From an optimization exercise on the open Yosys and OpenROAD flow, aimed at small area and a short achievable clock period; shortcuts taken in it are not production practice.
The RTL of this run was laid out without a check of its function.
Power figures rest on the tool's default switching activity, not on a simulated workload.

--- design/flow/config.mk ---
export PLATFORM = sky130hd
export DESIGN_NAME = FIR_Top
export DESIGN_NICKNAME = FIR_Top
export VERILOG_FILES = /design/flow/design.v
export SDC_FILE = /design/flow/constraint.sdc
export NUM_CORES = 4
export LEC_CHECK = 0
export CAP_MARGIN = 20
export CORE_MARGIN = 2
export CORE_UTILIZATION = 40
export SLEW_MARGIN = 20
--- design/flow/constraint.sdc ---
create_clock -name core_clock -period 9.5 [get_ports {clk}]
set_input_delay 1.9000 -clock core_clock [delete_from_list [all_inputs] [get_ports {clk}]]
set_output_delay 1.9000 -clock core_clock [all_outputs]
set_load 0.01 [all_outputs]
--- design/flow/design.v ---
`timescale 1ns/1ps
module half_adder(input a,b,output sum,carry);
  assign sum = a ^ b;
  assign carry = a & b;
endmodule
`timescale 1ns/1ps
module full_adder( output sum,carry, input a,b,c);
  wire w1, w2, w3;
  half_adder HA1(.a(a), .b(b), .sum(w1), .carry(w2));
  half_adder HA2(.a(w1), .b(c), .sum(sum), .carry(w3));
  or or1(carry, w2, w3);
endmodule
`timescale 1ns/1ps
module RCA_16bit(output cout, output [15:0] sum, input [15:0] a, b);
    wire [14:0] c;
    full_adder F0(.a(a[0]), .b(b[0]), .c(1'b0), .sum(sum[0]), .carry(c[0]));
    full_adder F1(.a(a[1]), .b(b[1]), .c(c[0]), .sum(sum[1]), .carry(c[1]));
    full_adder F2(.a(a[2]), .b(b[2]), .c(c[1]), .sum(sum[2]), .carry(c[2]));
    full_adder F3(.a(a[3]), .b(b[3]), .c(c[2]), .sum(sum[3]), .carry(c[3]));
    full_adder F4(.a(a[4]), .b(b[4]), .c(c[3]), .sum(sum[4]), .carry(c[4]));
    full_adder F5(.a(a[5]), .b(b[5]), .c(c[4]), .sum(sum[5]), .carry(c[5]));
    full_adder F6(.a(a[6]), .b(b[6]), .c(c[5]), .sum(sum[6]), .carry(c[6]));
    full_adder F7(.a(a[7]), .b(b[7]), .c(c[6]), .sum(sum[7]), .carry(c[7]));
    full_adder F8(.a(a[8]), .b(b[8]), .c(c[7]), .sum(sum[8]), .carry(c[8]));
    full_adder F9(.a(a[9]), .b(b[9]), .c(c[8]), .sum(sum[9]), .carry(c[9]));
    full_adder F10(.a(a[10]), .b(b[10]), .c(c[9]), .sum(sum[10]), .carry(c[10]));
    full_adder F11(.a(a[11]), .b(b[11]), .c(c[10]), .sum(sum[11]), .carry(c[11]));
    full_adder F12(.a(a[12]), .b(b[12]), .c(c[11]), .sum(sum[12]), .carry(c[12]));
    full_adder F13(.a(a[13]), .b(b[13]), .c(c[12]), .sum(sum[13]), .carry(c[13]));
    full_adder F14(.a(a[14]), .b(b[14]), .c(c[13]), .sum(sum[14]), .carry(c[14]));
    full_adder F15(.a(a[15]), .b(b[15]), .c(c[14]), .sum(sum[15]), .carry(cout));
endmodule
`timescale 1ns/1ps
module d_ff(input clk,input [15:0]d,output reg [15:0]q);
  always@(posedge clk)
      q<=d;       
endmodule         
`timescale 1ns / 1ps
module Braun_Multiplier(
    input [7:0] a, b,
    output [15:0] p
);
    wire [15:0] sum_0, sum_1, sum_2, sum_3, sum_4, sum_5, sum_6, sum_7;
    wire [7:0] partial_product[7:0];
    genvar i, j;
    generate
        for (i = 0; i < 8; i = i + 1) begin
            for (j = 0; j < 8; j = j + 1) begin
                assign partial_product[i][j] = a[i] & b[j];   
            end
        end
    endgenerate
    assign sum_0 = {8'b0, partial_product[0]};
    assign sum_1 = {partial_product[1], 1'b0} + sum_0;
    assign sum_2 = {partial_product[2], 2'b0} + sum_1;
    assign sum_3 = {partial_product[3], 3'b0} + sum_2;
    assign sum_4 = {partial_product[4], 4'b0} + sum_3;
    assign sum_5 = {partial_product[5], 5'b0} + sum_4;
    assign sum_6 = {partial_product[6], 6'b0} + sum_5;
    assign sum_7 = {partial_product[7], 7'b0} + sum_6;
    assign p = sum_7;
endmodule
`timescale 1ns / 1ps
module FIR_Top(input clk, input [7:0]Xin, H0,H1,H2,output reg [15:0]Yout);
wire [15:0] M0,M1,M2,add_out1,add_out2;
wire [15:0] Q1,Q2;
Braun_Multiplier BM1(.a(Xin), .b(H2), .p(M2));
Braun_Multiplier BM2(.a(Xin), .b(H1), .p(M1));
Braun_Multiplier BM3(.a(Xin), .b(H0), .p(M0));
RCA_16bit RCA1(.sum(add_out1), .a(Q1), .b(M1));
RCA_16bit RCA2(.sum(add_out2), .a(Q2), .b(M0));
d_ff DFF1(.clk(clk), .d(M2), .q(Q1));
d_ff DFF2(.clk(clk), .d(add_out1), .q(Q2));
always@ (posedge clk)
Yout <= add_out2;
endmodule
--- design/flow/run.sh ---
#!/bin/bash
# synth_recipe.tcl (not shown) runs the flow's synth.tcl, then flattens the netlist and writes it again
# the make line also repeats each setting of config.mk as NAME=value (left out here)
make -C /OpenROAD-flow-scripts/flow DESIGN_CONFIG=/design/flow/config.mk WORK_HOME=/design/flow/orfs CLKGATE_MAP_FILE= SYNTH_SCRIPT=/design/flow/synth_recipe.tcl finish
==> run notes <==
[cell families after synthesis]
| logic type | after synthesis | synth area share |
|---|---|---|
| AO/OA/AOI/OAI | 77 | 0.0691 |
| flip-flops | 48 | 0.124 |
| AND/OR/NAND/NOR | 235 | 0.157 |
| XOR/XNOR | 47 | 0.0531 |
| buffers and inverters | 193 | 0.0935 |
| adder cells (fa/ha/maj) | 234 | 0.504 |
[worst min-delay path by stage]
stage,from,end,slack (ns)
finish,DFF2.q[0],Yout[0],0.45
global route,DFF2.q[0],Yout[0],0.48
CTS,DFF2.q[0],Yout[0],0.45
detailed placement,DFF2.q[0],Yout[0],0.44
global placement,DFF2.q[0],Yout[0],0.44
floorplan,DFF2.q[0],Yout[0],0.42
[cells in the mapped netlist (all sizes together), types with 4 or more instances]
| cell type | count | area (µm²) |
|---|---|---|
| inv | 177 | 664 |
| fa | 130 | 2600 |
| and2 | 107 | 671 |
| ha | 104 | 1300 |
| nand2 | 90 | 338 |
| dfxtp | 48 | 961 |
| a21oi | 24 | 120 |
| xnor2 | 24 | 210 |
| xor2 | 23 | 201 |
| clkbuf | 16 | 60.1 |
| a21o | 15 | 116 |
| o21ai | 14 | 70.1 |
| nor2 | 12 | 45.0 |
| o21bai | 9 | 67.6 |
| and3 | 7 | 53.8 |
| nand3 | 6 | 30.0 |
| nor3 | 6 | 30.0 |
| a211oi | 5 | 37.5 |
| nor2b | 4 | 25.0 |
[cell type report]
class,instances,area (µm²)
repair buffers,106,951
fillers,1803,9630
inverters,177,664
flip-flops and latches,48,961
multi-input cells,593,6150
well taps,260,325
clock buffers,7,153
[worst max-delay path: stages]
cell	delay (ns)
dlygate4sd2_1	0.29
and2_1	0.18
ha_1	0.30
o21ai_1	0.13
nor2_1	0.06
o21ai_1	0.20
nor2b_4	0.20
xor2_2	0.16
fa_1	0.45
fa_1	0.49
inv_1	0.05
fa_1	0.47
ha_1	0.30
ha_1	0.23
fa_1	0.48
inv_1	0.06
fa_2	0.39
fa_2	0.38
fa_2	0.37
fa_2	0.38
fa_2	0.38
fa_2	0.37
fa_2	0.37
fa_1	0.41
xor2_1	0.16
xnor2_1	0.18
xnor2_1	0.09
[registers in the layout, summed over array words and instances, names as in the netlist]
register / flops
DFF2.q: 16
DFF1.q: 16
Yout: 16
[routing by layer]
| layer | share of wire | up-vias | global-route usage | routed length (µm) |
|---|---|---|---|---|
| met1 | 0.45 | 2743 | 0.221 | 7250 |
| met5 | 0 | - | 0 | 0 |
| met2 | 0.51 | 64 | 0.302 | 8150 |
| met3 | 0.026 | 11 | 0.0235 | 414 |
| li1 | - | 2736 | - | - |
| met4 | 0.013 | 0 | 0.0422 | 214 |
[through the flow]
step	area [µm²]	setup TNS (ns)	total power, mW	utilization
finish	9210	0	2.19	0.489
CTS	9160	-0.0299	2.23	0.487
detailed placement	8990	-3.16	2.00	0.477
floorplan	7770	0	1.56	-
global placement	8990	-2.52	1.95	0.477
global route	9210	-0.0147	2.49	0.489
[power groups by stage]
stage	logic [mW]	registers (mW)	clock network, mW
after floorplan	1.19	0.375	0
after global placement	1.58	0.372	0
after detailed placement	1.63	0.369	0
after CTS	1.67	0.364	0.201
after global routing	1.91	0.371	0.207
final	1.63	0.363	0.193
[what timing repair did]
item | in CTS | in global routing
pin swaps | 2 | 12
setup endpoints to repair | 4 | 3
buffers inserted | 0 | 0
gates cloned | 0 | 0
resized for setup | 14 | 29
==> impl_metrics.csv <==
group,metric,value,unit
yosys,syn_nets,1101,
cts,cts_root_buffer,"clkbuf_16",
cts,numCtsBuffers,5,
drt,firstDrtPassIters,4,
power,powerDensity,238,mW/mm²
yosys,ys_dominant_reg_cell,"dfxtp_1",
setup_path,crit_path_start,"H0[3]",
finish,area_delta_synth_final,18.8,%
setup_path,crit_fanout,3,
cts,cts_tree,"yes",
floorplan,pin_count,49,
cts,clkSinkCount,48,
drt,num_vias,5554,
global_route,grt_antenna_before_repair,0,
setup_path,reg2reg_setup_slack,2.84,ns
sta,layout_min_cycle_time,9.23,ns
cts,worstSkewPairLatency,0.30,ns
sta,finalClockSkew,0.00735,ns
sta,setup_ws,0.272,ns
setup_path,crit_end,"Yout[15]",
finish,nets,1198,
yosys,synth_area_per_cell,9.29,µm²
finish,fin_cells,1191,
power,pwr-share-comb,0.746,
hold_path,hold_path_depth,1,
sta,maxSlewHeadroom,0.752,
yosys,ys_types,30,
placement,port_buffers,48,
sta,maxSlewViolCount,0,
yosys,synth_cells,834,
hold_path,hold_class,"flop to flop",
yosys,synth-edff-count,0,
floorplan,die-area,0.0205,mm²
yosys,ys_async_sr_fraction,0,
setup_path,cp.arrival,9.42,ns
yosys,ys_seq_area_frac,0.124,
placement,gp_congestion,0.806,
power,p_leak,4.81,nW
cts,clockBufferDepth,2,
global_route,grt_max_degree,25,
sta,setup_viol,0,
placement,dp_slack,-0.845,ns
cts,h-tree-depth,2,
drt,ant_nets,0,
floorplan,die_h,143,µm
finish,drive_above_1_share,0.113,
setup_path,r2r-end,"Yout[15]",
power,switching_power,0.969,mW
drt,wire_per_inst,13.5,µm
drt,drc,0,
floorplan,row_count,50,
yosys,yosysWarnings,3,
global_route,grt_pass1_vias,5871,
status,status,"timing/DRC/antenna clean",
power,seqPwrFrac,0.166,
drt,drt_iter0_drc,136,
cts,path_clk_slew,0.07,ns
setup_path,required,9.69,ns
floorplan,core_area,0.0188,mm²
setup_path,critPathKind,"input pin to flop",
floorplan,die_width,143,µm
sta,finalHoldViolations,0,
run,max_cap_violations,0,
sta,holdWs,0.449,ns
finish,layout_common_cells,"inv_1, fa_1, and2_1, ha_1, nand2_1",
setup_path,r2r_start,"DFF2.q[0]",
drt,totalWireLength,16000,µm
yosys,syn_area,0.00775,mm²
finish,layout_commonest_cell,"inv_1",
power,power_switching_share,0.443,
sta,max_freq,108,MHz
floorplan,initial_core_util,0.412,
setup_path,reg2reg_depth,19,
sta,period_share,0.971,
power,cell_internal_pwr,1.22,mW
global_route,overflow,0,
global_route,grt_usage,0.171,
placement,dpl.hpwl,13500,µm
yosys,yosys_register_bits,48,
cts,cts-hold-fix-buffers,0,
placement,place_inst,1184,
power,pwr-share-clk,0.088,
setup_path,cp-start-kind,"input pin",
sta,tightestPinTransition,0.372,ns
drt,avgViaCountPerCell,4.66,
finish,diodes,0,
global_route,grt_pass1_wl,27700,µm
setup_path,end_kind,"flop",
power,max-vdd-ir-drop,0.105,mV

re-timing with driven ports:
No port has a modelled driver above. Below, the same layout with a new extraction and two added sets of constraints. Step 1 assumes that a clkbuf_16 drives the clock port and a buf_2 every other input. Step 2 moves the port delays by t, midway between the first and last clock arrival at a register: inputs arrive t later, outputs are due t later. That takes back most of the time a late clock gives input paths. Slacks: ideal / step 1 / step 2; pairs: ideal / step 1.
shift t [ns]: 0.339
slack for setup (ns): 0.272 / 0.292 / -0.047
worst hold slack (ns): 0.449 / 0.449 / 0.449
worst register clock-pin slew, ns: 0.07 / 0.07
cell pins on the clock port's net: 1
Met with ideal ports but missed after step 2: setup timing in this run. For this run, drivers alone change the setup slack by +0.020 ns; drivers and shift together by -0.319 ns.
